This design comes from an exercise in tuning for small area on the open sky130 flow, not from production work. Only simulation tests tie the RTL to the original design; equivalence was not proved. Power is estimated from default activity; no workload was simulated.

run R:
==> flow/design.v <==
`timescale      1ns/1ns
module buf0 #(
	parameter W     = 2,
	parameter DEPTH = 640
) (
	input		CLK,
	input		en,
	input		en_n,
	input	[W-1:0]	D,
	output	[W-1:0]	Q0,
	output	[W-1:0]	Q1
);
reg	[W*DEPTH-1:0]	sr;
wire	[W*DEPTH-1:0]	prev = {sr[W*DEPTH-W-1:0], D};
always @(posedge CLK) begin
	sr <= ~((prev | {W*DEPTH{en_n}}) & (sr | {W*DEPTH{en}}));
end
assign Q0 = sr[W*DEPTH-1 -: W];
assign Q1 = sr[W*DEPTH-W-1 -: W];
endmodule
`timescale      1ns/1ns
module line_buffer (
	input	clock,
	input	clken,
	input	clken_n,
	input	p,
	input	shiftin,
	output	vor,
	output	vor_next
);
wire	[1:0]	q0, q1;
wire	[1:0]	head = q0 ^ {p, p};
reg	[1:0]	aged;
wire	[1:0]	nxt = shiftin ? 2'b01 : aged;
always @(*) begin
	case (head)
	2'b01:   aged = 2'b10;
	2'b10:   aged = 2'b11;
	default: aged = 2'b00;
	endcase
end
buf0 #(.W(2), .DEPTH(640)) ring (
	.CLK	(clock		),
	.en	(clken		),
	.en_n	(clken_n	),
	.D	(nxt ^ {p, p}	),
	.Q0	(q0		),
	.Q1	(q1		)
);
assign vor      = |(q0 ^ {p, p});
assign vor_next = |(q1 ^ {p, p});
endmodule
`timescale      1ns/1ns
module RGB2Ycbcr (
	input	[15:0]	pix,
	output		mask
);
wire	[4:0]	R = pix[15:11];
wire	[5:0]	G = pix[10:5];
wire	[4:0]	B = pix[4:0];
wire	[8:0]	a = {3'b0, B, 1'b0} + {4'b0, B} - {4'b0, R} - {3'b0, G} - 9'd40;
wire	[8:0]	t = {1'b0, G, 2'b0} + {3'b0, G} + {3'b0, B, 1'b0} - {1'b0, R, 3'b0} - {2'b0, R, 2'b0} - 9'd1;
assign mask = ~a[8] && (t <= 9'd140);
endmodule
`timescale      1ns/1ns
module Cor_alg (
	input		sclk,
	input		p,
	input		en1,
	input		en1_n,
	input		en3,
	input		x1,
	output	reg	flag
);
wire	vh, vn;
wire	v = en1 ? vn : vh;
reg	v1, v2, v3;
line_buffer cor_buffer_inst (
	.clock		(sclk	),
	.clken		(en1	),
	.clken_n	(en1_n	),
	.p		(p	),
	.shiftin	(x1	),
	.vor		(vh	),
	.vor_next	(vn	)
);
always @(posedge sclk) begin
	v1 <= v;
	v2 <= v1;
	v3 <= v2;
end
always @(posedge sclk) begin
	flag <= en3 & (v1 | v2 | v3);
end
endmodule
`timescale      1ns/1ns
module Exp_alg (
	input		sclk,
	input		p,
	input		en0,
	input		en0_n,
	input		en3,
	input		x,
	output	reg	flag
);
wire	z;
reg	z1, z2, z3;
line_buffer exp_buffer_inst (
	.clock		(sclk	),
	.clken		(en0	),
	.clken_n	(en0_n	),
	.p		(p	),
	.shiftin	(~x	),
	.vor		(z	),
	.vor_next	(	)
);
always @(posedge sclk) begin
	z1 <= z;
	z2 <= z1;
	z3 <= z2;
end
always @(posedge sclk) begin
	flag <= ~(en3 & (z1 | z2 | z3));
end
endmodule
`timescale      1ns/1ns
module Boundary_extraction (
	input			sclk,
	input			vsync_i,
	input			vsync_i_nx,
	input			data_en_i,
	input			data_en_i_r1,
	input			bound_data_i,
	output	wire	[15:0]	valid_num,
	output	wire	[31:0]	x_coor,
	output	wire	[31:0]	y_coor,
	output	wire		coor_valid_flag
);
reg			data_en_i_pos;
reg	[15:0]		valid_num_cnt;
reg			valid_flag;
reg	[26:0]		x_coor_all;
reg	[26:0]		y_coor_all;
reg	[8:0]		row_cnt;
reg	[9:0]		col_cnt;
wire	hit = data_en_i & bound_data_i;
wire	clr = vsync_i & ~vsync_i_nx;
always @(posedge sclk) begin
	data_en_i_pos <= ~data_en_i_r1 & data_en_i;
end
always @(posedge sclk) begin
	row_cnt       <= (row_cnt + data_en_i_pos) & {9{~clr}};
	col_cnt       <= (col_cnt + 1'b1) & {10{data_en_i}};
	valid_num_cnt <= (valid_num_cnt + hit) & {16{~clr}};
	valid_flag    <= (valid_flag | (valid_num_cnt >= 16'd1500)) & ~clr;
	x_coor_all    <= (x_coor_all + (col_cnt & {10{hit}})) & {27{~clr}};
	y_coor_all    <= (y_coor_all + (row_cnt & {9{hit}})) & {27{~clr}};
end
assign x_coor    = {5'd0, x_coor_all};
assign y_coor    = {5'd0, y_coor_all};
assign valid_num = valid_num_cnt;
assign coor_valid_flag = valid_flag;
endmodule
`timescale      1ns/1ns
module  algo_top(
        input                   sclk                    ,
        input                   s_rst_n                 ,
        input                   vsync_i                 ,
        input                   hsync_i                 ,
        input   [15 : 0]        data_i                  ,
        input   [1 : 0]         sel                     ,
        input                   data_en                 ,
        output  reg             vsync_o                 ,
        output  reg             hsync_o                 ,
        output  wire [15 : 0]   rgb565                  ,
        output  wire    [15 : 0]   valid_num            ,
        output  wire    [31 : 0]   x_coor               ,
        output  wire    [31 : 0]   y_coor               ,
        output  wire            coor_valid_flag
);
reg     [1:0]   state;
reg     [15:0]  out_r;           
assign  rgb565 = out_r;
reg     [15:0]  pix_r;           
reg             mask_r;          
reg             mask_r2;         
reg             ed1_n;           
reg             ed4_n;           
reg             pol;             
reg     [10:1]  vd;              
reg     [10:1]  hd;              
reg     [7:1]   ed;              
wire            mask;
wire            cor_flag;
wire            exp_flag;
always @(posedge sclk) begin
        state <= sel;
end
always @(posedge sclk) begin
        pix_r  <= data_i;
        mask_r <= mask;
        mask_r2 <= mask_r;
        ed1_n  <= ~data_en;
        ed4_n  <= ~ed[3];
        vd     <= {vd[9:1], vsync_i};
        hd     <= {hd[9:1], hsync_i};
        ed     <= {ed[6:1], data_en};
end
always @(posedge sclk or negedge s_rst_n) begin
        if (s_rst_n == 1'b0)
                pol <= 1'b0;
        else
                pol <= ~pol;
end
RGB2Ycbcr RGB2Ycbcr_inst (
        .pix    (pix_r  ),
        .mask   (mask   )
);
Cor_alg Cor_alg_inst (
        .sclk   (sclk           ),
        .p      (pol            ),
        .en1    (ed[1]          ),
        .en1_n  (ed1_n          ),
        .en3    (ed[3]          ),
        .x1     (mask_r2        ),
        .flag   (cor_flag       )
);
Exp_alg Exp_alg_inst (
        .sclk   (sclk           ),
        .p      (pol            ),
        .en0    (ed[4]          ),
        .en0_n  (ed4_n          ),
        .en3    (ed[7]          ),
        .x      (cor_flag       ),
        .flag   (exp_flag       )
);
Boundary_extraction Boundary_extraction_inst (
        .sclk           (sclk           ),
        .vsync_i        (vd[6]          ),
        .vsync_i_nx     (vd[5]          ),
        .data_en_i      (ed[4]          ),
        .data_en_i_r1   (ed[5]          ),
        .bound_data_i   (cor_flag       ),
        .valid_num      (valid_num      ),
        .x_coor         (x_coor         ),
        .y_coor         (y_coor         ),
        .coor_valid_flag(coor_valid_flag)
);
wire    bit_sel = (state == 2'b01) ? mask_r :
                  (state == 2'b10) ? cor_flag : exp_flag;
always @(posedge sclk) begin
        case (state)
        2'b00: begin out_r <= pix_r;         vsync_o <= vsync_i; hsync_o <= hsync_i; end
        2'b01: begin out_r <= {16{bit_sel}}; vsync_o <= vd[2];   hsync_o <= hd[2];   end
        2'b10: begin out_r <= {16{bit_sel}}; vsync_o <= vd[6];   hsync_o <= hd[6];   end
        default: begin out_r <= {16{bit_sel}}; vsync_o <= vd[10]; hsync_o <= hd[10]; end
        endcase
end
endmodule
==> flow/config.mk <==
export PLATFORM = sky130hd
export DESIGN_NAME = algo_top
export DESIGN_NICKNAME = algo_top
export VERILOG_FILES = /design/flow/design.v
export SDC_FILE = /design/flow/constraint.sdc
export NUM_CORES = 4
export LEC_CHECK = 0
export CAP_MARGIN = 20
export CORE_MARGIN = 2
export CORE_UTILIZATION = 70
export CTS_BUF_LIST = sky130_fd_sc_hd__clkbuf_8
export CTS_CLUSTER_DIAMETER = 60
export CTS_CLUSTER_SIZE = 20
export SLEW_MARGIN = 20
==> flow/constraint.sdc <==
create_clock -name core_clock -period 10.0 [get_ports {sclk}]
set_input_delay 2.0000 -clock core_clock [delete_from_list [all_inputs] [get_ports {sclk}]]
set_output_delay 2.0000 -clock core_clock [all_outputs]
set_load 0.01 [all_outputs]
standard.sh (not shown) runs the stock make flow with config.mk's settings and CLKGATE_MAP_FILE= SYNTH_SCRIPT=/design/flow/synth_recipe.tcl, a recipe that flattens the netlist after the stock synthesis.
==> flow/flow/run.sh <==
#!/bin/bash
# Own flow: the standard layout (standard.sh, unchanged synthesis,
# floorplan, power grid, placement and routing) with two settings passed
# to ORFS through its own variables:
#  - port buffers made of the smallest buffer cell (every input and
#    output port still gets its own buffer).
# Each tool's full output is in the ORFS logs under orfs/logs/; make's own
# output goes to standard.log in this folder.
set -euo pipefail
export CTS_ARGS="-sink_clustering_enable -repair_clock_nets -dont_use_dummy_load -sink_clustering_size 18 -sink_clustering_max_diameter 60 -buf_list sky130_fd_sc_hd__clkbuf_8"
export BUFFER_PORTS_ARGS="-buffer_cell sky130_fd_sc_hd__buf_1"
bash standard.sh > standard.log 2>&1
#### Input delta (run D over run R)
Settings: SLEW_MARGIN now 0, was 20; CTS_CLUSTER_DIAMETER no longer set, was 60; CTS_BUF_LIST no longer set, was sky130_fd_sc_hd__clkbuf_8; CORE_UTILIZATION now 75, was 70; CAP_MARGIN now 0, was 20; CTS_CLUSTER_SIZE no longer set, was 20.
==> comparison <==
- Run D finished every stage and its layout cleared the timing, DRC and antenna checks.
- On overall power, run D and run R are basically level.
- From run R to run D the numbers moved as follows: share of final layout cell area taken by clock buffers and inverters did not really move; number of instances in the synthesized netlist was more or less identical.
- Of run D and run R, the higher setup slack belongs to run R.

## separate check: timing with driven ports
Ports are ideal in the flow. The routed layouts listed here were re-timed in OpenROAD. Step 1 (the two cells are an assumption about what drives the block):
set clk [get_ports {sclk}]
set_driving_cell -lib_cell sky130_fd_sc_hd__clkbuf_16 $clk
set_driving_cell -lib_cell sky130_fd_sc_hd__buf_2 [delete_from_list [all_inputs] $clk]
Step 2 times the ports against the registers' clock, not the clock port: input delays grow and output delays shrink by t, the midpoint of the rising clock arrivals with the driver on. Three values: no drivers, after step 1, after step 2; two values: the first two.
run	t (ns)	slack for setup (ns)	hold slack, ns	clock arrival spread, ns
run R	0.892	6.068 / 6.068 / 6.068	0.334 / 0.334 / 0.334	0.078 / 0.078
run D	0.908	5.926 / 5.926 / 5.926	0.336 / 0.336 / 0.336	0.054 / 0.054
After both steps setup and hold are still met in every run listed.
